Background: an optimization exercise with open tools, aiming at small area. Do not read the settings as production practice.
The RTL was checked by simulation tests, not by an equivalence proof against the original design.

==> flow/design.v, too long to show whole: its modules and the start of the top module <==
// module Mul_Add: 3339 lines
// module Second_CNN_Sub: 48 lines
// module Second_CNN: 46 lines
module Second_CNN(
clk,
rst_n,
Din_Valid,
Cal_Valid,
Din,
Dout0,
Dout1,
Dout2,
Dout3,
Dout4,
Dout5,
Dout6,
Dout7
);
  // ...
==> flow/flow/run.sh <==
#!/bin/bash
# Standard layout, with one extra netlist step between synthesis and floorplan:
# flow/polarity.py removes the inverters Yosys's full-adder extraction leaves
# around the sky130 fa cells (registers and their names are untouched).
set -euo pipefail
R=orfs/results/${FLOW_PLATFORM}/Second_CNN/base
bash standard.sh synth > synth.log 2>&1
cp $R/1_2_yosys.v yosys_netlist_orig.v
python3 flow/polarity.py yosys_netlist_orig.v $R/1_2_yosys.v > polarity.log 2>&1
rm -f $R/1_synth.odb $R/1_synth.sdc
bash standard.sh > layout.log 2>&1
==> flow/flow/polarity.py <==
#!/usr/bin/env python3
"""Remove inverters around full adders in a Yosys netlist.

A full adder is self-dual: FA(~a, ~b, ~c) = (~sum, ~cout).  Yosys's
extract_fa leaves an inverter on most adder pins.  This pass collapses every
inverter, chooses for each sky130 fa cell whether it computes its signals in
true or complemented form, and then puts back one inverter for each signal
that some reader needs in the other polarity.  The function of every output
and register input is unchanged; no register is touched.

usage: polarity.py IN.v OUT.v
"""
import re, sys, random

src = open(sys.argv[1]).read()

INV_RE = re.compile(r'^sky130_fd_sc_hd__(inv|clkinv)_\d+$')
FA_RE = re.compile(r'^sky130_fd_sc_hd__fa_\d+$')
OUT_PINS = {'X', 'Y', 'Q', 'Q_N', 'SUM', 'COUT', 'HI', 'LO'}

m = re.search(r'^module\s+(\S+)\s*\(', src, re.M)
body_start = src.index(';', m.end()) + 1
end = src.rindex('endmodule')

# instances: "  TYPE NAME (\n    .PIN(NET),\n ... );"
inst_re = re.compile(r'^  (sky130_fd_sc_hd__\w+)\s+(\S+)\s*\((.*?)\);\n', re.M | re.S)
pin_re = re.compile(r'\.(\w+)\(\s*(.*?)\s*\)\s*(?:,|$)', re.S)
cells = []
for mm in inst_re.finditer(src, body_start, end):
    pins = {}
    for p, n in pin_re.findall(mm.group(3)):
        pins[p] = n
    cells.append({'type': mm.group(1), 'name': mm.group(2), 'pins': pins,
                  'span': (mm.start(), mm.end())})

ports = set()
for mm in re.finditer(r'^\s*(input|output|inout)\s+(\[[^\]]*\]\s*)?(\S+);', src[:end], re.M):
    ports.add(mm.group(3))
assigns = re.findall(r'^\s*assign\s+(.*?)\s*=\s*(.*?);', src[body_start:end], re.M)
assign_nets = set()
for a, b in assigns:
    for x in (a, b):
        assign_nets.add(x.strip())

def is_port_net(n):
    base = n.split('[')[0].strip()
    return base in ports or n in assign_nets or base in assign_nets

def is_const(n):
    return "'" in n

drv = {}
for c in cells:
    for p, n in c['pins'].items():
        if p in OUT_PINS:
            drv[n] = c

# collapsible inverters: input a plain net, output not a port / assign
invs = {}
for c in cells:
    if INV_RE.match(c['type']):
        a, y = c['pins'].get('A'), c['pins'].get('Y')
        if a is None or y is None or is_const(a) or is_port_net(y):
            continue
        invs[y] = c

def root(n):
    par = 0
    seen = 0
    while n in invs and seen < 100:
        n = invs[n]['pins']['A']; par ^= 1; seen += 1
    return n, par

# consumers: (cell, pin, base, parity) for every non-removed input pin
fas = [c for c in cells if FA_RE.match(c['type'])]
fa_idx = {id(c): i for i, c in enumerate(fas)}
cons = []           # list of [cellid or None, pin, base, parity, fa index or -1]
sig_cons = {}       # base -> list of consumer indices
for c in cells:
    if INV_RE.match(c['type']) and c['pins'].get('Y') in invs:
        continue
    for p, n in c['pins'].items():
        if p in OUT_PINS or is_const(n):
            continue
        b, par = root(n)
        fi = fa_idx.get(id(c), -1)
        cons.append((c, p, b, par, fi))
        sig_cons.setdefault(b, []).append(len(cons) - 1)
# a flipped adder output read by a port or an assign would change it: never flip those
fixed_fa = set()
for n in list(drv):
    if is_port_net(n) and id(drv[n]) in fa_idx:
        fixed_fa.add(fa_idx[id(drv[n])])

# FA-driven bases: which fa drives the base
base_drv_fa = {}
for b in sig_cons:
    d = drv.get(b)
    if d is not None and id(d) in fa_idx:
        base_drv_fa[b] = fa_idx[id(d)]

f = [0] * len(fas)
fa_in = [[] for _ in fas]     # bases read by fa
fa_out = [[] for _ in fas]    # bases driven by fa (in sig_cons)
for b, lst in sig_cons.items():
    for ci in lst:
        fi = cons[ci][4]
        if fi >= 0 and b not in fa_in[fi]:
            fa_in[fi].append(b)
    if b in base_drv_fa:
        fa_out[base_drv_fa[b]].append(b)

def cost(b):
    pd = f[base_drv_fa[b]] if b in base_drv_fa else 0
    for ci in sig_cons[b]:
        _, _, _, par, fi = cons[ci]
        r = par ^ (f[fi] if fi >= 0 else 0)
        if r != pd:
            return 1
    return 0

def local_cost(i):
    bs = set(fa_in[i]) | set(fa_out[i])
    return sum(cost(b) for b in bs)

before = sum(cost(b) for b in sig_cons)
random.seed(1)
for it in range(50):
    changed = 0
    order = list(range(len(fas)))
    random.shuffle(order)
    for i in order:
        if i in fixed_fa:
            continue
        c0 = local_cost(i)
        f[i] ^= 1
        c1 = local_cost(i)
        if c1 < c0 or (c1 == c0 and random.random() < 0.1 and it < 30):
            changed += (c1 < c0)
        else:
            f[i] ^= 1
    if changed == 0 and it >= 30:
        break
after = sum(cost(b) for b in sig_cons)
sys.stderr.write(f'polarity: {len(invs)} inverters collapsed, {len(fas)} adders, '
                 f'{sum(f)} flipped, inverters needed {before} -> {after}\n')

# rebuild
newpins = {}        # (id(cell), pin) -> net
new_inv = []
new_wires = []
k = 0
for b, lst in sig_cons.items():
    pd = f[base_drv_fa[b]] if b in base_drv_fa else 0
    inv_net = None
    for ci in lst:
        c, p, _, par, fi = cons[ci]
        r = par ^ (f[fi] if fi >= 0 else 0)
        if r == pd:
            newpins[(id(c), p)] = b
        else:
            if inv_net is None:
                k += 1
                inv_net = f'pol_n{k}'
                new_wires.append(inv_net)
                new_inv.append((f'pol_inv{k}', b, inv_net))
            newpins[(id(c), p)] = inv_net

removed = set(id(c) for c in invs.values())
out = []
pos = 0
for c in cells:
    s, e = c['span']
    out.append(src[pos:s]); pos = e
    if id(c) in removed:
        continue
    pins = c['pins']
    lines = [f"  {c['type']} {c['name']} ("]
    items = []
    for p, n in pins.items():
        nn = newpins.get((id(c), p), n)
        if nn.startswith('\\'):
            nn += ' '
        items.append(f'    .{p}({nn})')
    lines.append(',\n'.join(items))
    lines.append('  );\n')
    out.append('\n'.join(lines))
rest = src[pos:]
ei = rest.rindex('endmodule')
add = ''.join(f'  wire {w};\n' for w in new_wires)
add += ''.join(f'  sky130_fd_sc_hd__inv_1 {n} (\n    .A({a}{" " if a.startswith(chr(92)) else ""}),\n    .Y({y})\n  );\n' for n, a, y in new_inv)
out.append(rest[:ei] + add + rest[ei:])
open(sys.argv[2], 'w').write(''.join(out))
==> flow/standard.sh <==
#!/bin/bash
# synth_recipe.tcl (not shown) runs the flow's synth.tcl, then flattens the netlist and writes it again
# the make line also repeats each setting of config.mk as NAME=value (left out here)
make -C /OpenROAD-flow-scripts/flow DESIGN_CONFIG=/design/flow/config.mk WORK_HOME=/design/flow/orfs CLKGATE_MAP_FILE= SYNTH_SCRIPT=/design/flow/synth_recipe.tcl "${@:-finish}"
==> flow/config.mk <==
export PLATFORM = sky130hd
export DESIGN_NAME = Second_CNN
export DESIGN_NICKNAME = Second_CNN
export VERILOG_FILES = /design/flow/design.v
export SDC_FILE = /design/flow/constraint.sdc
export NUM_CORES = 4
export LEC_CHECK = 0
export CAP_MARGIN = 20
export CORE_MARGIN = 2
export CORE_UTILIZATION = 55
export SETUP_SLACK_MARGIN = 0.2
export SLEW_MARGIN = 20
==> flow/constraint.sdc <==
create_clock -name core_clock -period 8.0 [get_ports {clk}]
set_input_delay 1.6000 -clock core_clock [delete_from_list [all_inputs] [get_ports {clk}]]
set_output_delay 1.6000 -clock core_clock [all_outputs]
set_load 0.01 [all_outputs]
==> summary.txt, run 1 <==
Run status
  – Status: complete, no violations

Timing
  – Worst-Margin Slew: 1080 ps
  – Final worst setup slack: ~160 ps
  – Min Tclk post-route: roughly 7800 ps
  – Hold_ws: ~290 ps

Place
  – Cell Area, Placed: between 40000 and 50000 sq um
  – HPWL Detailed: 118 mm

GRT
  – Met2 Track Usage GR: about two thirds
  – Antenna violations before repair: 5
  – Total overflow reported by the global router: 0

Yosys
  – Avg Cell Area, Syn: ~14 sq um
  – Synthesized instance count: 2625

Min path
  – Hold path depth: 0
  – Hold path endpoint: Second_CNN_Sub.d5[7]$_DFF_P_

Final layout
  – Commonest non-fill, non-tap cell in the layout: fa_1
  – Net count, final: 4093
  – # diodes: 1
  – Top reg by flops: Second_CNN_Sub.lb
  – Non-clock buffers, area share: 9.01%
  – Final Core Density: 66.1%

Clock tree
  – Longest Clk Path Bufs: 3

Setup path
  – Slowest stage cell, crit path: fa_2
  – Crit path largest cell delay: a little under 600 ps
  – Most common cell on crit path: fa_2
  – Endpoint class of the critical path: flip-flop
  – FF-to-FF End: Dout6[14]$_DFF_PN0_

Routing
  – Final ANT Viol Nets: 0

Floorplan
  – Starting Density: 55.5%
==> run 2: changes to the inputs <==
==> flow/flow/run.sh (replaced) <==
#!/bin/bash
# Standard layout, with one extra netlist step between synthesis and floorplan:
# flow/polarity.py removes the inverters Yosys's full-adder extraction leaves
# around the sky130 fa cells (registers and their names are untouched).
# Port buffers are the small buf_1 instead of the default choice.
set -euo pipefail
R=orfs/results/${FLOW_PLATFORM}/Second_CNN/base
bash standard.sh synth > synth.log 2>&1
cp $R/1_2_yosys.v yosys_netlist_orig.v
python3 flow/polarity.py yosys_netlist_orig.v $R/1_2_yosys.v > polarity.log 2>&1
rm -f $R/1_synth.odb $R/1_synth.sdc
export BUFFER_PORTS_ARGS="-buffer_cell sky130_fd_sc_hd__buf_1"
bash standard.sh > layout.log 2>&1
--- a/flow/flow/polarity.py
+++ b/flow/flow/polarity.py
@@ -141,6 +141,26 @@
             f[i] ^= 1
     if changed == 0 and it >= 30:
         break
+# simulated annealing on top of the greedy result
+import math
+cur = sum(cost(b) for b in sig_cons)
+best_f, best_c = list(f), cur
+free = [i for i in range(len(fas)) if i not in fixed_fa]
+steps = 3000000
+for st in range(steps):
+    T = 1.5 * (1 - st / steps) + 0.02
+    i = random.choice(free)
+    c0 = local_cost(i)
+    f[i] ^= 1
+    c1 = local_cost(i)
+    dlt = c1 - c0
+    if dlt <= 0 or random.random() < math.exp(-dlt / T):
+        cur += dlt
+        if cur < best_c:
+            best_c, best_f = cur, list(f)
+    else:
+        f[i] ^= 1
+f[:] = best_f
 after = sum(cost(b) for b in sig_cons)
 sys.stderr.write(f'polarity: {len(invs)} inverters collapsed, {len(fas)} adders, '
                  f'{sum(f)} flipped, inverters needed {before} -> {after}\n')
--- a/flow/config.mk
+++ b/flow/config.mk
@@ -8,5 +8,6 @@
 export CAP_MARGIN = 20
 export CORE_MARGIN = 2
 export CORE_UTILIZATION = 55
+export CTS_BUF_LIST = sky130_fd_sc_hd__clkbuf_4 sky130_fd_sc_hd__clkbuf_8
 export SETUP_SLACK_MARGIN = 0.2
 export SLEW_MARGIN = 20
==> run 2 against run 1 <==
Effect of this change:
- still clean on timing, DRC and antenna
- die area down 0.87%
- via count fell by 1.2%
- synthesized cell count is 3.4% lower
- flip-flop and latch count stayed put
- final cell count is essentially flat
- register-to-register slack improved by 110 ps
- clock skew fell by 10 ps
- routed wire length shrank 4.3%
- critical path depth grew 2
- critical path type unchanged
- largest cell class unchanged
- highest routed layer unchanged
==> summary.txt, run 2 <==
Run status
  – Status: complete, no violations (unchanged)

Floorplan
  – Ports: 140 (unchanged)
  – CORE AREA: 67500 sq um (was 68500 sq um)
  – Row count: 95 (was 96)
  – Starting Density: 55.8% (was 55.5%)
  – Chip height: 266 microns (was 267 microns)
  – Die Width: 266 microns (was 267 microns)
  – Die area: 70600 sq um (was 71200 sq um)

Yosys
  – Yosys warnings: 2 (unchanged)
  – Synthesized Nets: 3496 (was 3586)
  – Synthesized instance count: 2535 (was 2625)
  – Synth Cell Area: 37700 sq um (was 38000 sq um)
  – Avg Cell Area, Syn: 14.9 sq um (was 14.5 sq um)

Timing
  – Hold Violations, Final: 0 (unchanged)
  – Slew margin rel.: 22.7% (was 27.9%)
  – Count of pins over their slew limit: 0 (unchanged)
  – Worst-Margin Slew: 1160 ps (was 1080 ps)
  – Fmax achieved: 129 MHz (was 128 MHz)
  – Final setup fails: 0 (unchanged)
  – RSZ-0062 raised after global routing: yes (unchanged)
  – Final worst setup slack: 268 ps (was 160 ps)
  – Setup Skew: 46.2 ps (was 56.6 ps)
  – Min Tclk post-route: 7730 ps (was 7840 ps)
  – Final period util: 96.7% (was 98.0%)

Routing
  – Met1 wire length: 52.5 mm (was 54.8 mm)
  – Routed WL: 136 mm (was 142 mm)
  – Final ANT Viol Nets: 0 (unchanged)
  – Met2 Routed Length: 63.7 mm (was 66.9 mm)
  – Vias per cell: 5.91 (was 5.98)
  – DR DRC count: 0 (unchanged)
  – Via count: 24.0k (was 24.3k)
  – DR WL met3: 13.0 mm (was 13.3 mm)
  – DRT Pass-1 Iters: 5 (was 6)
  – Wire per inst: 33.6 microns (was 35.1 microns)
  – Highest routed layer: met5 (unchanged)
  – Iter 0 DRT Violations: 2748 (was 2908)

GRT
  – Antenna violations before repair: 4 (was 5)
  – Gr usage total: 40.1% (was 41.3%)
  – Vias in the first global route: 26.1k (was 26.4k)
  – Total overflow reported by the global router: 0 (unchanged)
  – First-pass GRT wire length: 190 mm (was 196 mm)
  – Pin count of the biggest net entering global routing: 77 (was 207)

Setup path
  – Worst setup path class: reg -> reg (unchanged)
  – Worst EP arrival: 8310 ps (was 8290 ps)
  – Worst Setup Start Kind: flip-flop (unchanged)
  – Worst Path Required: 8570 ps (was 8450 ps)
  – Cell depth of the worst flop-to-flop path: 24 (was 22)
  – Endpoint class of the critical path: flip-flop (unchanged)
  – Crit Path Max Fanout: 4 (was 2)

Clock tree
  – Root buf cell: clkbuf_8 (was clkbuf_16)
  – H-Tree Depth: 3 (was 2)
  – Reg clk slew, reported paths: 70 ps (about the same)
  – Hold-fix buffers, CTS: 0 (unchanged)
  – CTS Buf Count: 80 (was 51)
  – CTS tree: done (unchanged)
  – Sink Count: 511 (unchanged)
  – Longest Clk Path Bufs: 3 (unchanged)
  – Clock insertion delay at the later pin of the skew report: 740 ps (was 650 ps)

Final layout
  – Max FFs per register: 320 (unchanged)
  – Commonest non-fill, non-tap cell in the layout: fa_1 (unchanged)
  – Most frequent cells in the layout: fa_1, buf_4, inv_1, edfxtp_1, ha_1 (was fa_1, inv_1, buf_4, edfxtp_1, ha_1)
  – Area grow syn2layout: 17.8% (was 19.0%)
  – Top reg by flops: Second_CNN_Sub.lb (unchanged)
  – Net count, final: 4075 (was 4093)
  – Fraction of layout cells with a size suffix above 1: 21.7% (was 18.9%)

Place
  – Post-Place Worst Slack: -168 ps (was -230 ps)
  – Port buffer count: 139 (unchanged)
  – Routability cong.: 1.07 (was 1.08)
  – HPWL Detailed: 116 mm (was 118 mm)

Flow run
  – Max-cap violations: 0 (unchanged)

Min path
  – Hold Path Class: reg -> reg (unchanged)
  – Hold path depth: 0 (unchanged)
## run 2: timing repair
| item | in CTS | in global routing |
|---|---|---|
| resized for setup | 45 | 90 |
| cloned | 0 | 0 |
| endpoints found under the setup margin | 16 | 25 |
| buffers inserted | 1 | 19 |
| pin swaps | 6 | 43 |
## run 2: path summary, 6_finish.rpt
path	start	endpoint	slack [ps]
setup / recovery	Second_CNN_Sub.lb[304]$_DFFE_PP_	Dout6[14]$_DFF_PN0_	270
hold / removal	Second_CNN_Sub.d3[2]$_DFF_P_	Second_CNN_Sub.d4[2]$_DFF_P_	320
setup reg to reg	Second_CNN_Sub.lb[304]$_DFFE_PP_	Dout6[14]$_DFF_PN0_	270
hold reg to reg	Second_CNN_Sub.d3[2]$_DFF_P_	Second_CNN_Sub.d4[2]$_DFF_P_	320
max in group asynchronous	rst_n	Second_CNN_Sub.m[8]$_DFF_PN0_	5930
min in group asynchronous	rst_n	cc[0]$_DFFE_PN0N_	790
## run 2: critical path, cell delays in order (launching register included)
cell and delay, ps:
edfxtp_1 430, nand2_4 120, inv_4 30, ha_1 210
fa_2 440, fa_2 440, fa_2 570, buf_6 150
clkinvlp_4 90, buf_4 150, fa_1 560, fa_1 440
fa_2 400, fa_2 380, fa_2 430, fa_1 410
fa_2 390, fa_2 380, fa_1 530, ha_4 210
a41o_1 200, a31o_2 270, a21oi_2 150, xor2_1 170
nor2_1 60
## run 2: per-stage QoR
stage               util, %  std cells  setup TNS, ps  area [sq um]  hold slack (ps)
floorplan                 -       2535              0         37700              310
global placement       62.2       3885              0         42000              311
detailed placement     62.2       3885           -615         42000              312
CTS                    65.1       4033              0         43900              322
global route           65.7       4053              0         44400              328
finish                 65.7       4055              0         44400              320
## run 2: area by class of cell
class / instances / area, sq um
fillers: 4739 / 23100
inverters: 343 / 1310
clock buffers: 123 / 1560
multi-input cells: 1653 / 22500
repair buffers: 525 / 3460
well taps: 873 / 1090
diodes: 3 / 7.51
clock inverters: 24 / 282
flip-flops and latches: 511 / 14200
## run 2: per-layer routing
| metal | up-vias | global-route usage [%] |
|---|---|---|
| met5 | - | 0 |
| met4 | 4 | 16.8 |
| met3 | 328 | 9.66 |
| met2 | 1379 | 62.6 |
| met1 | 12900 | 54.7 |
| li1 | 9403 | - |
==> run 3: changes to the inputs <==
--- a/flow/config.mk
+++ b/flow/config.mk
@@ -7,7 +7,8 @@
 export LEC_CHECK = 0
 export CAP_MARGIN = 20
 export CORE_MARGIN = 2
-export CORE_UTILIZATION = 55
-export CTS_BUF_LIST = sky130_fd_sc_hd__clkbuf_4 sky130_fd_sc_hd__clkbuf_8
+export CORE_UTILIZATION = 75
+export CTS_BUF_LIST = sky130_fd_sc_hd__clkbuf_4
+export GPL_TIMING_DRIVEN = 1
 export SETUP_SLACK_MARGIN = 0.2
 export SLEW_MARGIN = 20
==> run 3 against run 2 <==
Effect of this change:
- routed wire length fell by 15%
- critical path depth is 3 lower
- flip-flop and latch count unchanged
- critical path type unchanged
==> summary.txt, run 3 <==
Final layout
  – Area grow syn2layout: 13.1% (was 17.8%)
  – Commonest non-fill, non-tap cell in the layout: fa_1 (unchanged)
  – Net count, final: 3939 (was 4075)
  – Max FFs per register: 320 (unchanged)
  – Fraction of layout cells with a size suffix above 1: 17.9% (was 21.7%)
  – Top reg by flops: Second_CNN_Sub.lb (unchanged)
  – Fin cells: 3757 (was 4055)
  – Most frequent cells in the layout: fa_1, inv_1, edfxtp_1, buf_4, clkbuf_4 (was fa_1, buf_4, inv_1, edfxtp_1, ha_1)

Min path
  – Hold Path Class: reg -> reg (unchanged)
  – Hold path endpoint: Second_CNN_Sub.d3[1]$_DFF_P_ (was Second_CNN_Sub.d4[2]$_DFF_P_)
  – Hold path depth: 0 (unchanged)
  – Min-delay src: Second_CNN_Sub.d2[1]$_DFF_P_ (was Second_CNN_Sub.d3[2]$_DFF_P_)

Clock tree
  – CTS Buf Count: 118 (was 80)
  – Root buf cell: clkbuf_4 (was clkbuf_8)
  – CTS tree: done (unchanged)
  – Clock insertion delay at the later pin of the skew report: 1010 ps (was 740 ps)
  – H-Tree Depth: 3 (unchanged)
  – Reg clk slew, reported paths: 80 ps (was 70 ps)
  – Longest Clk Path Bufs: 3 (unchanged)
  – Sink Count: 511 (unchanged)

GRT
  – Total overflow reported by the global router: 0 (unchanged)
  – First-pass GRT wire length: 167 mm (was 190 mm)
  – Antenna violations before repair: 6 (was 4)
  – Vias in the first global route: 26.6k (was 26.1k)
  – Pin count of the biggest net entering global routing: 158 (was 77)
  – Gr usage total: 46.2% (was 40.1%)

Floorplan
  – Chip height: 228 microns (was 266 microns)
  – CORE AREA: 49900 sq um (was 67500 sq um)
  – Die area: 52000 sq um (was 70600 sq um)
  – Starting Density: 75.5% (was 55.8%)
  – Row count: 82 (was 95)
  – Ports: 140 (unchanged)
  – Die Width: 228 microns (was 266 microns)

Setup path
  – R2r startpoint: Second_CNN_Sub.lb[312]$_DFFE_PP_ (was Second_CNN_Sub.lb[304]$_DFFE_PP_)
  – Crit path largest cell delay: 630 ps (was 570 ps)
  – Endpoint class of the critical path: flip-flop (unchanged)
  – Worst EP arrival: 8660 ps (was 8310 ps)
  – Cell depth of the worst flop-to-flop path: 21 (was 24)
  – Most common cell on crit path: fa_1 (was fa_2)
  – Worst Path Required: 8850 ps (was 8570 ps)
  – Crit Path Max Fanout: 3 (was 4)
  – Reg2reg setup slack: 190 ps (was 270 ps)
  – Slowest stage cell, crit path: fa_1 (was fa_2)
  – Worst path cell trace: nand2_2 -> inv_1 -> ha_1 -> fa_1 -> buf_4 -> fa_1 -> fa_1 -> fa_1 -> fa_1 -> fa_1 -> fa_1 -> fa_1 -> fa_1 -> fa_1 -> fa_2 -> ha_4 -> and2_4 -> a22o_1 -> a31o_2 -> and4b_1 -> or3_1 (was nand2_4 -> inv_4 -> ha_1 -> fa_2 -> fa_2 -> fa_2 -> buf_6 -> clkinvlp_4 -> buf_4 -> fa_1 -> fa_1 -> fa_2 -> fa_2 -> fa_2 -> fa_1 -> fa_2 -> fa_2 -> fa_1 -> ha_4 -> a41o_1 -> a31o_2 -> a21oi_2 -> xor2_1 -> nor2_1)
  – Worst setup path class: reg -> reg (unchanged)
  – Worst Setup Start Kind: flip-flop (unchanged)
  – FF-to-FF End: Dout2[14]$_DFF_PN0_ (was Dout6[14]$_DFF_PN0_)

Timing
  – Final worst setup slack: 191 ps (was 268 ps)
  – Worst-Margin Slew: 1110 ps (was 1160 ps)
  – Count of pins over their slew limit: 0 (unchanged)
  – Slew margin rel.: 25.9% (was 22.7%)
  – Fmax achieved: 128 MHz (was 129 MHz)
  – Final setup fails: 0 (unchanged)
  – RSZ-0062 raised after global routing: yes (unchanged)
  – Final period util: 97.6% (was 96.7%)
  – Setup Skew: 91.4 ps (was 46.2 ps)
  – Min Tclk post-route: 7810 ps (was 7730 ps)
  – Hold Violations, Final: 0 (unchanged)

Place
  – Routability cong.: 1.30 (was 1.07)
  – Post-Place Worst Slack: -51.7 ps (was -168 ps)
  – Placed cells: 3509 (was 3885)
  – HPWL Detailed: 92.6 mm (was 116 mm)
  – Port buffer count: 139 (unchanged)

Run status
  – Status: complete, no violations (unchanged)

Yosys
  – Synthesized instance count: 2535 (unchanged)
  – Synth Cell Area: 37700 sq um (unchanged)
  – Yosys warnings: 2 (unchanged)
  – Avg Cell Area, Syn: 14.9 sq um (unchanged)
  – Synthesized Nets: 3496 (unchanged)

Routing
  – Final ANT Viol Nets: 0 (unchanged)
  – Via count: 24.7k (was 24.0k)
  – Routed WL: 116 mm (was 136 mm)
  – Iter 0 DRT Violations: 3595 (was 2748)
  – Wire per inst: 31.0 microns (was 33.6 microns)
  – DRT Pass-1 Iters: 12 (was 5)
  – DR DRC count: 0 (unchanged)
  – Vias per cell: 6.57 (was 5.91)

Flow run
  – Max-cap violations: 0 (unchanged)
run 3: metrics by stage:
stage               area (sq um)  setup TNS [ps]  hold WS, ps  util [%]
floorplan                  37700               0          310         -
global placement           40400               0          310      81.1
detailed placement         40400           -51.7          312      81.1
CTS                        42100               0          318      84.4
global route               42600               0          307      85.4
finish                     42600               0          329      85.4
run 3: worst max path at each step:
stage / start / to / slack, ps
2_1_floorplan: Second_CNN_Sub.m[5]$_DFF_PN0_ / Dout4[15]$_DFF_PN0_ / 210
3_3_place_gp: Second_CNN_Sub.lb[168]$_DFFE_PP_ / Dout4[15]$_DFF_PN0_ / 130
3_5_place_dp: Second_CNN_Sub.m[6]$_DFF_PN0_ / Dout6[14]$_DFF_PN0_ / -50
4_1_cts: Second_CNN_Sub.lb[152]$_DFFE_PP_ / Dout6[14]$_DFF_PN0_ / 210
5_1_grt: Second_CNN_Sub.lb[312]$_DFFE_PP_ / Dout2[14]$_DFF_PN0_ / 130
6_report: Second_CNN_Sub.lb[312]$_DFFE_PP_ / Dout2[14]$_DFF_PN0_ / 190
run 3: cell type report:
class / count / area, sq um
tap: 672 / 841
antenna: 6 / 15.0
clock inverter: 50 / 325
multi-input combinational: 1653 / 22500
fill: 2409 / 7260
clock buffer: 171 / 1280
inverter: 343 / 1300
timing repair buffer: 351 / 2160
sequential: 511 / 14200
run 3: timing repair:
item / 4_1_cts / 5_1_grt
gates resized for setup: 22 / 101
pin swaps: 2 / 30
hold buffers: 0 / 0
endpoints found under the setup margin: 10 / 26
buffers inserted: 2 / 19
run 3: critical path, delay by kind of cell (launching register included):
family	cells	cell delay [ps]
AND/OR/NAND/NOR	4	810
AO/OA/AOI/OAI	2	430
flip-flops	1	420
adder cells (fa/ha/maj)	13	5770
buffers and inverters	2	270
run 3: per-layer routing:
| layer | global-route usage (%) | share of wire (%) | vias to the layer above | wire length [microns] |
|---|---|---|---|---|
| li1 | - | - | 9195 | - |
| met1 | 54.7 | 31 | 12400 | 36500 |
| met2 | 64.0 | 42 | 2261 | 49400 |
| met3 | 25.9 | 16 | 823 | 19200 |
| met4 | 31.5 | 9.4 | 18 | 10900 |
| met5 | 6.71 | 0.42 | - | 491 |
==> run 4: changes to the inputs <==
--- a/flow/config.mk
+++ b/flow/config.mk
@@ -7,7 +7,7 @@
 export LEC_CHECK = 0
 export CAP_MARGIN = 20
 export CORE_MARGIN = 2
-export CORE_UTILIZATION = 75
+export CORE_UTILIZATION = 65
 export CTS_BUF_LIST = sky130_fd_sc_hd__clkbuf_4
 export GPL_TIMING_DRIVEN = 1
 export SETUP_SLACK_MARGIN = 0.2
==> run 4 against run 3 <==
Effect of this change:
- clock skew rose by 99 ps
- global-route usage shrank 0.11 points
- synthesized cell count did not move
- via count shrank 0.30%
==> summary.txt, run 4 <==
Run status
  – Status: complete, no violations (unchanged)

Clock tree
  – Reg clk slew, reported paths: 80 ps (about the same)
  – CTS Buf Count: 117 (was 118)
  – Clock insertion delay at the later pin of the skew report: 1120 ps (was 1010 ps)
  – H-Tree Depth: 3 (unchanged)
  – Sink Count: 511 (unchanged)
  – Root buf cell: clkbuf_4 (unchanged)
  – CTS tree: done (unchanged)
  – Longest Clk Path Bufs: 3 (unchanged)

Setup path
  – Worst Setup Start Kind: flip-flop (unchanged)
  – Slowest stage cell, crit path: fa_1 (unchanged)
  – Endpoint class of the critical path: flip-flop (unchanged)
  – R2r startpoint: Second_CNN_Sub.lb[10]$_DFFE_PP_ (was Second_CNN_Sub.lb[312]$_DFFE_PP_)
  – Worst Path Required: 8830 ps (was 8850 ps)
  – Reg2reg setup slack: 300 ps (was 190 ps)
  – Worst path cell trace: nand2_1 -> clkinvlp_4 -> fa_1 -> fa_1 -> fa_1 -> fa_1 -> fa_1 -> fa_1 -> fa_1 -> fa_2 -> fa_1 -> fa_1 -> inv_1 -> fa_1 -> ha_1 -> a211o_1 -> a311o_1 -> o22ai_1 -> xnor2_1 -> nor2_1 (was nand2_2 -> inv_1 -> ha_1 -> fa_1 -> buf_4 -> fa_1 -> fa_1 -> fa_1 -> fa_1 -> fa_1 -> fa_1 -> fa_1 -> fa_1 -> fa_1 -> fa_2 -> ha_4 -> and2_4 -> a22o_1 -> a31o_2 -> and4b_1 -> or3_1)
  – Crit path largest cell delay: 560 ps (was 630 ps)
  – Most common cell on crit path: fa_1 (unchanged)
  – FF-to-FF End: Dout0[15]$_DFF_PN0_ (was Dout2[14]$_DFF_PN0_)
  – Worst setup path class: reg -> reg (unchanged)
  – Crit Path Max Fanout: 5 (was 3)
  – Cell depth of the worst flop-to-flop path: 20 (was 21)
  – Worst EP arrival: 8530 ps (was 8660 ps)

Yosys
  – Avg Cell Area, Syn: 14.9 sq um (unchanged)
  – Synthesized instance count: 2535 (unchanged)
  – Synthesized Nets: 3496 (unchanged)
  – Yosys warnings: 2 (unchanged)
  – Synth Cell Area: 37700 sq um (unchanged)

GRT
  – Antenna violations before repair: 7 (was 6)
  – Total overflow reported by the global router: 0 (unchanged)
  – First-pass GRT wire length: 186 mm (was 167 mm)
  – Gr usage total: 46.0% (was 46.2%)
  – Pin count of the biggest net entering global routing: 178 (was 158)
  – Vias in the first global route: 27.0k (was 26.6k)

Routing
  – Wire per inst: 33.6 microns (was 31.0 microns)
  – DRT Pass-1 Iters: 6 (was 12)
  – Via count: 24.6k (was 24.7k)
  – DR DRC count: 0 (unchanged)
  – Iter 0 DRT Violations: 2875 (was 3595)
  – Final ANT Viol Nets: 0 (unchanged)
  – Routed WL: 132 mm (was 116 mm)
  – Vias per cell: 6.25 (was 6.57)

Final layout
  – Fill count: 3467 (was 2409)
  – Max FFs per register: 320 (unchanged)
  – Area grow syn2layout: 14.9% (was 13.1%)
  – Fin cells: 3937 (was 3757)
  – Most frequent cells in the layout: fa_1, inv_1, edfxtp_1, buf_4, clkbuf_4 (unchanged)
  – Fraction of layout cells with a size suffix above 1: 19.7% (was 17.9%)
  – Design Area, Final: 43300 sq um (was 42600 sq um)
  – Commonest non-fill, non-tap cell in the layout: fa_1 (unchanged)
  – Net count, final: 4023 (was 3939)
  – Top reg by flops: Second_CNN_Sub.lb (unchanged)

Place
  – Cell Area, Placed: 41200 sq um (was 40400 sq um)
  – HPWL Detailed: 109 mm (was 92.6 mm)
  – Port buffer count: 139 (unchanged)
  – Placed cells: 3689 (was 3509)
  – Routability cong.: 1.12 (was 1.30)

Floorplan
  – Die Width: 245 microns (was 228 microns)
  – CORE AREA: 57500 sq um (was 49900 sq um)
  – Row count: 88 (was 82)
  – Die area: 59900 sq um (was 52000 sq um)
  – Chip height: 245 microns (was 228 microns)
  – Starting Density: 65.5% (was 75.5%)
  – Ports: 140 (unchanged)

Timing
  – Final setup fails: 0 (unchanged)
  – Slew margin rel.: 20.9% (was 25.9%)
  – Min Tclk post-route: 7700 ps (was 7810 ps)
  – Final period util: 96.3% (was 97.6%)
  – Fmax achieved: 130 MHz (was 128 MHz)
  – Worst-Margin Slew: 1190 ps (was 1110 ps)
  – Setup Skew: 191 ps (was 91.4 ps)
  – Count of pins over their slew limit: 0 (unchanged)
  – Hold Violations, Final: 0 (unchanged)
  – RSZ-0062 raised after global routing: yes (unchanged)

Min path
  – Min-delay src: Second_CNN_Sub.lb[201]$_DFFE_PP_ (was Second_CNN_Sub.d2[1]$_DFF_P_)
  – Hold path endpoint: Second_CNN_Sub.lb[209]$_DFFE_PP_ (was Second_CNN_Sub.d3[1]$_DFF_P_)
  – Hold Path Class: reg -> reg (unchanged)
  – Hold path depth: 0 (unchanged)

Flow run
  – Max-cap violations: 0 (unchanged)
==> run 4: per-stage QoR <==
step	setup slack, ps	setup TNS [ps]	utilization, %	hold WS (ps)
2_1_floorplan	205	0	-	310
3_3_place_gp	38.4	0	71.7	311
3_5_place_dp	-114	-235	71.7	313
4_1_cts	204	0	74.8	272
5_1_grt	175	0	75.3	309
6_report	300	0	75.3	277
==> run 4: per-layer routing <==
metal | vias to the layer above | share of wire, % | global-route usage (%)
met2 | 1882 | 45 | 69.1
met4 | 8 | 6.4 | 23.3
met1 | 12800 | 35 | 59.2
met5 | - | 0.13 | 0
met3 | 483 | 13 | 17.9
li1 | 9390 | - | -
==> run 4: how the worst max path moves through the flow <==
stage                                      from  slack [ps]                  end
3_3_place_gp      Second_CNN_Sub.m[3]$_DFF_PN0_          40  Dout6[14]$_DFF_PN0_
3_5_place_dp      Second_CNN_Sub.m[3]$_DFF_PN0_        -110  Dout6[14]$_DFF_PN0_
4_1_cts        Second_CNN_Sub.lb[152]$_DFFE_PP_         200  Dout2[12]$_DFF_PN0_
2_1_floorplan     Second_CNN_Sub.m[5]$_DFF_PN0_         210  Dout4[15]$_DFF_PN0_
6_report        Second_CNN_Sub.lb[10]$_DFFE_PP_         300  Dout0[15]$_DFF_PN0_
5_1_grt        Second_CNN_Sub.lb[296]$_DFFE_PP_         170  Dout5[14]$_DFF_PN0_
==> run 4: what timing repair did <==
item                                    in CTS  in global routing
buffers inserted                             7                 12
gates cloned                                 0                  0
hold buffers                                 0                  0
pin swaps                                   20                 14
endpoints found under the hold margin        0                  0
resized for setup                           47                 62
endpoints found under the setup margin      16                 25
==> run 4: critical path: cells and delay by family (launching register included) <==
kind | cells | cell delay (ps)
buffers and inverters | 2 | 450
adder cells (fa/ha/maj) | 12 | 5430
AO/OA/AOI/OAI | 3 | 830
XOR/XNOR | 1 | 140
AND/OR/NAND/NOR | 2 | 310
flip-flops | 1 | 440
==> run 4: area by class of cell <==
class	count	area (sq um)	share of cell area (%)
diodes	6	15.0	0.0347
clock buffers	171	1280	2.97
clock inverters	52	315	0.729
inverters	343	1310	3.02
multi-input cells	1653	22400	51.8
flip-flops and latches	511	14200	32.8
well taps	765	957	2.21
repair buffers	436	2800	6.47
==> run 5: changes to the inputs <==
--- a/flow/config.mk
+++ b/flow/config.mk
@@ -7,8 +7,10 @@
 export LEC_CHECK = 0
 export CAP_MARGIN = 20
 export CORE_MARGIN = 2
-export CORE_UTILIZATION = 65
-export CTS_BUF_LIST = sky130_fd_sc_hd__clkbuf_4
+export CORE_UTILIZATION = 75
+export CTS_BUF_LIST = sky130_fd_sc_hd__clkbuf_16
+export CTS_CLUSTER_DIAMETER = 60
+export CTS_CLUSTER_SIZE = 24
 export GPL_TIMING_DRIVEN = 1
 export SETUP_SLACK_MARGIN = 0.2
 export SLEW_MARGIN = 20
==> run 5 against run 4 <==
Effect of this change:
- clock-buffer cell count decreased by 141
- first-iteration DRC count increased by 21%
- highest routed layer unchanged
- final cell count decreased by 8.8%
- setup slack got worse by 100 ps
- maximum frequency decreased by 1.3%
- flip-flop and latch count unchanged
- still clean on timing, DRC and antenna
==> summary.txt, run 5 <==
Setup path
  – Worst Setup Start Kind: flip-flop (unchanged)
  – Endpoint class of the critical path: flip-flop (unchanged)
  – Worst setup path class: reg -> reg (unchanged)
  – Cell depth of the worst flop-to-flop path: 19 (was 20)
  – Worst Path Required: 8510 ps (was 8830 ps)
  – Worst EP arrival: 8310 ps (was 8530 ps)
  – Crit Path Max Fanout: 8 (was 5)

Clock tree
  – Root buf cell: clkbuf_16 (was clkbuf_4)
  – Longest Clk Path Bufs: 3 (unchanged)
  – Reg clk slew, reported paths: 120 ps (was 80 ps)
  – Clock insertion delay at the later pin of the skew report: 660 ps (was 1120 ps)
  – Sink Count: 511 (unchanged)
  – CTS tree: done (unchanged)
  – Hold-fix buffers, CTS: 0 (unchanged)
  – CTS Buf Count: 30 (was 117)
  – H-Tree Depth: 1 (was 3)

Yosys
  – Synthesized instance count: 2535 (unchanged)
  – Synth Cell Area: 37700 sq um (unchanged)
  – Yosys warnings: 2 (unchanged)
  – Avg Cell Area, Syn: 14.9 sq um (unchanged)
  – Synthesized Nets: 3496 (unchanged)

Final layout
  – Net count, final: 3855 (was 4023)
  – Most frequent cells in the layout: fa_1, inv_1, edfxtp_1, buf_4, ha_1 (was fa_1, inv_1, edfxtp_1, buf_4, clkbuf_4)
  – Fill count: 2428 (was 3467)
  – Area grow syn2layout: 11.7% (was 14.9%)
  – Max FFs per register: 320 (unchanged)
  – Fin cells: 3591 (was 3937)
  – Commonest non-fill, non-tap cell in the layout: fa_1 (unchanged)
  – Top reg by flops: Second_CNN_Sub.lb (unchanged)
  – Fraction of layout cells with a size suffix above 1: 14.8% (was 19.7%)
  – Multi-input logic area: 22500 sq um (was 22400 sq um)
  – Register Area: 14200 sq um (about the same)

Routing
  – Iter 0 DRT Violations: 3470 (was 2875)
  – Routed WL: 118 mm (was 132 mm)
  – Final ANT Viol Nets: 0 (unchanged)
  – Vias per cell: 6.71 (was 6.25)
  – Via count: 24.1k (was 24.6k)
  – Wire per inst: 32.8 microns (was 33.6 microns)
  – DRT Pass-1 Iters: 7 (was 6)
  – DR DRC count: 0 (unchanged)

Floorplan
  – CORE AREA: 49900 sq um (was 57500 sq um)
  – Starting Density: 75.5% (was 65.5%)
  – Die Width: 228 microns (was 245 microns)
  – Row count: 82 (was 88)
  – Chip height: 228 microns (was 245 microns)
  – Die area: 52000 sq um (was 59900 sq um)
  – Ports: 140 (unchanged)

Timing
  – Hold Violations, Final: 0 (unchanged)
  – Slew margin rel.: 27.2% (was 20.9%)
  – Setup Skew: 37.7 ps (was 191 ps)
  – Count of pins over their slew limit: 0 (unchanged)
  – Final period util: 97.5% (was 96.3%)
  – Worst-Margin Slew: 1090 ps (was 1190 ps)
  – Fmax achieved: 128 MHz (was 130 MHz)
  – RSZ-0062 raised after global routing: yes (unchanged)
  – Final setup fails: 0 (unchanged)
  – Min Tclk post-route: 7800 ps (was 7700 ps)

Place
  – HPWL Detailed: 92.6 mm (was 109 mm)
  – Routability cong.: 1.30 (was 1.12)
  – Placed cells: 3509 (was 3689)
  – Port buffer count: 139 (unchanged)

GRT
  – First-pass GRT wire length: 166 mm (was 186 mm)
  – Vias in the first global route: 25.7k (was 27.0k)
  – Gr usage total: 45.9% (was 46.0%)
  – Total overflow reported by the global router: 0 (unchanged)
  – Pin count of the biggest net entering global routing: 158 (was 178)
  – Antenna violations before repair: 1 (was 7)

Min path
  – Hold path depth: 0 (unchanged)
  – Hold Path Class: reg -> reg (unchanged)

Run status
  – Status: complete, no violations (unchanged)

Flow run
  – Max-cap violations: 0 (unchanged)
-- run 5: cell count changes in the layout (fill, tap and decap cells not counted), sizes merged --
cell,change
clkinvlp,+2
clkbuf,-141
inv,+13
diode,-5
clkinv,-41
buf,-81
-- run 5: what timing repair did --
action                     4_1_cts  5_1_grt
buffers inserted                 4       21
setup endpoints to repair       12       29
gates resized for setup         30      116
pin swaps                        8       31
-- run 5: cell type report --
class	count	share of cell area, %
Clock inverter	26	0.580
Tap cell	672	2.00
Antenna cell	1	0.00595
Multi-Input combinational cell	1653	53.5
Clock buffer	30	1.78
Sequential cell	511	33.8
Inverter	343	3.13
Timing Repair Buffer	355	5.21
-- run 5: path summary, 6_finish.rpt --
check                                              start  slack (ps)                             to
setup / recovery           Second_CNN_Sub.m[4]$_DFF_PN0_         200            Dout7[15]$_DFF_PN0_
hold / removal              Second_CNN_Sub.d2[0]$_DFF_P_         310   Second_CNN_Sub.d3[0]$_DFF_P_
setup reg to reg           Second_CNN_Sub.m[4]$_DFF_PN0_         200            Dout7[15]$_DFF_PN0_
hold reg to reg             Second_CNN_Sub.d2[0]$_DFF_P_         310   Second_CNN_Sub.d3[0]$_DFF_P_
max in group asynchronous                          rst_n        5870  Second_CNN_Sub.v[5]$_DFF_PN0_
min in group asynchronous                          rst_n         840            Dout7[10]$_DFF_PN0_
-- run 5: per-layer routing --
metal / track usage [%] / vias up / share of wire [%]
met5: 5.51 / - / 0.15
met4: 27.8 / 7 / 9.4
met3: 25.5 / 782 / 17
met2: 64.8 / 2212 / 43
met1: 55.1 / 12200 / 31
li1: - / 8931 / -
-- run 5: through the flow --
stage | hold WS [ps] | area [sq um] | utilization, % | worst slack [ps] | TNS [ps]
finish | 308 | 42100 | 84.4 | 198 | 0
global route | 323 | 42100 | 84.4 | 69.6 | 0
CTS | 334 | 41500 | 83.3 | 135 | 0
detailed placement | 312 | 40400 | 81.1 | -51.7 | -51.7
global placement | 310 | 40400 | 81.1 | 129 | 0
floorplan | 310 | 37700 | - | 205 | 0
-- run 5: critical path: stages, from the launching register on --
cell and delay [ps]:
dfrtp_2 480, nand2_1 430, inv_1 240, fa_1 610, fa_1 450, fa_1 560, fa_1 430, fa_1 530
fa_1 440, fa_1 400, fa_1 460, fa_1 400, fa_1 390, fa_1 440, ha_1 410, and3_1 250
and3_1 180, o21ai_0 150, nand2_1 80, a311oi_1 310
==> run 6: changes to the inputs <==
--- a/flow/config.mk
+++ b/flow/config.mk
@@ -8,9 +8,9 @@
 export CAP_MARGIN = 20
 export CORE_MARGIN = 2
 export CORE_UTILIZATION = 75
-export CTS_BUF_LIST = sky130_fd_sc_hd__clkbuf_16
-export CTS_CLUSTER_DIAMETER = 60
-export CTS_CLUSTER_SIZE = 24
+export CTS_BUF_LIST = sky130_fd_sc_hd__clkbuf_8
+export CTS_CLUSTER_DIAMETER = 50
+export CTS_CLUSTER_SIZE = 14
 export GPL_TIMING_DRIVEN = 1
 export SETUP_SLACK_MARGIN = 0.2
 export SLEW_MARGIN = 20
==> run 6 against run 5 <==
Effect of this change:
- cell area is 0.48% lower
- first-iteration DRC count is 9.9% lower
- largest cell class unchanged
- still clean on timing, DRC and antenna
- critical path type unchanged
==> summary.txt, run 6 <==
Run status
  – Status: complete, no violations (unchanged)

GRT
  – Routing usage on met1: 53.9% (was 55.1%)
  – Pin count of the biggest net entering global routing: 158 (unchanged)
  – Vias in the first global route: 25.4k (was 25.7k)
  – Layer with the highest usage: met2 (unchanged)
  – First-pass GRT wire length: 161 mm (was 166 mm)
  – Gr usage total: 44.7% (was 45.9%)
  – Antenna violations before repair: 3 (was 1)
  – Met2 Track Usage GR: 61.9% (was 64.8%)
  – Total overflow reported by the global router: 0 (unchanged)
  – GR Util met3: 25.2% (was 25.5%)

Place
  – Port buffer count: 139 (unchanged)
  – Routability cong.: 1.30 (unchanged)
  – Post-Place Worst Slack: -51.7 ps (unchanged)
  – HPWL Detailed: 92.6 mm (unchanged)

Routing
  – Iter 0 DRT Violations: 3128 (was 3470)
  – Vias per cell: 6.59 (was 6.71)
  – Routed WL: 113 mm (was 118 mm)
  – Via count: 23.8k (was 24.1k)
  – DR DRC count: 0 (unchanged)
  – Wire per inst: 31.2 microns (was 32.8 microns)
  – DRT Pass-1 Iters: 14 (was 7)
  – Final ANT Viol Nets: 0 (unchanged)

Clock tree
  – Clock insertion delay at the later pin of the skew report: 740 ps (was 660 ps)
  – Root buf cell: clkbuf_8 (was clkbuf_16)
  – H-Tree Depth: 2 (was 1)
  – Hold-fix buffers, CTS: 0 (unchanged)
  – Reg clk slew, reported paths: 100 ps (was 120 ps)
  – Sink Count: 511 (unchanged)
  – Longest Clk Path Bufs: 3 (unchanged)
  – CTS Buf Count: 46 (was 30)
  – CTS tree: done (unchanged)

Timing
  – Final setup fails: 0 (unchanged)
  – Min Tclk post-route: 7760 ps (was 7800 ps)
  – Count of pins over their slew limit: 0 (unchanged)
  – RSZ-0062 raised after global routing: yes (unchanged)
  – Worst-Margin Slew: 1090 ps (about the same)
  – Setup Skew: 91.2 ps (was 37.7 ps)
  – Setup TNS: 0 ps (unchanged)
  – Final worst setup slack: 236 ps (was 198 ps)
  – Final period util: 97.1% (was 97.5%)
  – Hold Violations, Final: 0 (unchanged)
  – Slew margin rel.: 27.2% (about the same)
  – Fmax achieved: 129 MHz (was 128 MHz)

Yosys
  – Avg Cell Area, Syn: 14.9 sq um (unchanged)
  – Yosys warnings: 2 (unchanged)
  – Synthesized instance count: 2535 (unchanged)
  – Synthesized Nets: 3496 (unchanged)
  – Synth Cell Area: 37700 sq um (unchanged)

Setup path
  – Endpoint class of the critical path: flip-flop (unchanged)
  – Slowest stage cell, crit path: fa_2 (was fa_1)
  – Worst setup path class: reg -> reg (unchanged)
  – Worst EP arrival: 8380 ps (was 8310 ps)
  – Worst Setup Start Kind: flip-flop (unchanged)
  – Most common cell on crit path: fa_1 (unchanged)
  – Crit Path Max Fanout: 5 (was 8)
  – Worst path cell trace: and2_4 -> ha_1 -> fa_1 -> fa_2 -> inv_1 -> fa_1 -> fa_2 -> fa_2 -> inv_1 -> xnor2_1 -> xnor2_1 -> fa_1 -> fa_1 -> fa_1 -> fa_1 -> fa_1 -> ha_1 -> and3b_1 -> a31oi_2 -> nor4b_1 -> a211o_1 (was nand2_1 -> inv_1 -> fa_1 -> fa_1 -> fa_1 -> fa_1 -> fa_1 -> fa_1 -> fa_1 -> fa_1 -> fa_1 -> fa_1 -> fa_1 -> ha_1 -> and3_1 -> and3_1 -> o21ai_0 -> nand2_1 -> a311oi_1)
  – Worst Path Required: 8610 ps (was 8510 ps)
  – Crit path largest cell delay: 650 ps (was 610 ps)

Floorplan
  – Starting Density: 75.5% (unchanged)
  – Row count: 82 (unchanged)
  – Chip height: 228 microns (unchanged)
  – Ports: 140 (unchanged)
  – Die Width: 228 microns (unchanged)
  – Die area: 52000 sq um (unchanged)
  – CORE AREA: 49900 sq um (unchanged)

Final layout
  – Most frequent cells in the layout: fa_1, inv_1, edfxtp_1, buf_4, ha_1 (unchanged)
  – Commonest non-fill, non-tap cell in the layout: fa_1 (unchanged)
  – Net count, final: 3868 (was 3855)
  – Max FFs per register: 320 (unchanged)
  – Fraction of layout cells with a size suffix above 1: 14.3% (was 14.8%)
  – Final Core Density: 84.0% (was 84.4%)
  – Area grow syn2layout: 11.2% (was 11.7%)
  – Top reg by flops: Second_CNN_Sub.lb (unchanged)

Flow run
  – Max-cap violations: 0 (unchanged)

Min path
  – Hold Path Class: reg -> reg (unchanged)
## run 6: worst max-delay path, delay by kind of cell (launching register included)
family	cells	cell delay, ps
compound gates	2	560
xor+xnor	2	430
simple gates	3	540
fa+ha+maj	12	5450
flops	1	410
buf+inv	2	250
## run 6: layout make-up
cell class / count / area [sq um]
timing repair buffer: 352 / 2160
antenna: 2 / 5.00
sequential: 511 / 14200
tap: 672 / 841
multi-input combinational: 1653 / 22500
fill: 2527 / 8000
inverter: 343 / 1310
clock inverter: 36 / 201
clock buffer: 50 / 688
## run 6: through the flow
| stage | area (sq um) | std cells | hold WS, ps |
|---|---|---|---|
| 3_3_place_gp | 40400 | 3509 | 310 |
| 5_1_grt | 41900 | 3617 | 336 |
| 3_5_place_dp | 40400 | 3509 | 312 |
| 2_1_floorplan | 37700 | 2535 | 310 |
| 6_report | 41900 | 3619 | 305 |
| 4_1_cts | 41400 | 3598 | 314 |
## run 6: per-layer routing
| metal | part of all wire [%] | vias to the layer above |
|---|---|---|
| met5 | 0.31 | - |
| li1 | - | 8972 |
| met4 | 9.1 | 12 |
| met3 | 17 | 720 |
| met2 | 42 | 2127 |
| met1 | 31 | 12000 |
## run 6: worst paths after layout
kind,slack (ps),startpoint,cells past startpoint,to
worst max-delay path,240,Second_CNN_Sub.lb[296]$_DFFE_PP_,21,Dout5[15]$_DFF_PN0_
worst min-delay path,300,Second_CNN_Sub.d3[4]$_DFF_P_,0,Second_CNN_Sub.d4[4]$_DFF_P_
worst max register to register,240,Second_CNN_Sub.lb[296]$_DFFE_PP_,21,Dout5[15]$_DFF_PN0_
worst min register to register,300,Second_CNN_Sub.d3[4]$_DFF_P_,0,Second_CNN_Sub.d4[4]$_DFF_P_
max in group asynchronous,5970,rst_n,2,Second_CNN_Sub.v[5]$_DFF_PN0_
min in group asynchronous,730,rst_n,1,Dout7[8]$_DFF_PN0_
## run 6: timing repair
item / 4_1_cts / 5_1_grt
setup endpoints to repair: 11 / 26
pin swaps: 2 / 26
setup buffers: 3 / 19
gates resized for setup: 20 / 97

## separate check: timing with driven ports
How much do the figures lean on ideal ports? The routed layouts below were timed once more, with nothing changed but the port constraints. Step 1: set_driving_cell puts a clkbuf_16 on clk and a buf_2 on each other input, an assumption about the parent block. Step 2 moves the port delays by t, midway between the first and last clock arrival at a register: inputs arrive t later, outputs are due t later. That takes back most of the time a late clock gives input paths. a / b / c = ideal / step 1 / step 2; a / b = the first two.
| run | t, ns | setup slack, ns | worst hold slack (ns) | worst setup path at the end | worst register clock-pin slew, ns |
|---|---|---|---|---|---|
| run 1 | 0.689 | 0.160 / 0.160 / 0.160 | 0.291 / 0.291 / 0.291 | register to register | 0.08 / 0.08 |
| run 2 | 0.780 | 0.268 / 0.268 / 0.268 | 0.320 / 0.320 / 0.320 | register to register | 0.08 / 0.08 |
| run 3 | 1.021 | 0.191 / 0.191 / 0.191 | 0.329 / 0.329 / 0.329 | register to register | 0.11 / 0.11 |
| run 4 | 1.082 | 0.300 / 0.300 / 0.300 | 0.277 / 0.277 / 0.277 | register to register | 0.10 / 0.10 |
| run 5 | 0.696 | 0.198 / 0.198 / 0.198 | 0.308 / 0.308 / 0.308 | register to register | 0.12 / 0.12 |
| run 6 | 0.754 | 0.236 / 0.236 / 0.236 | 0.305 / 0.305 / 0.305 | register to register | 0.10 / 0.10 |
After both steps setup and hold are still met in every run listed.
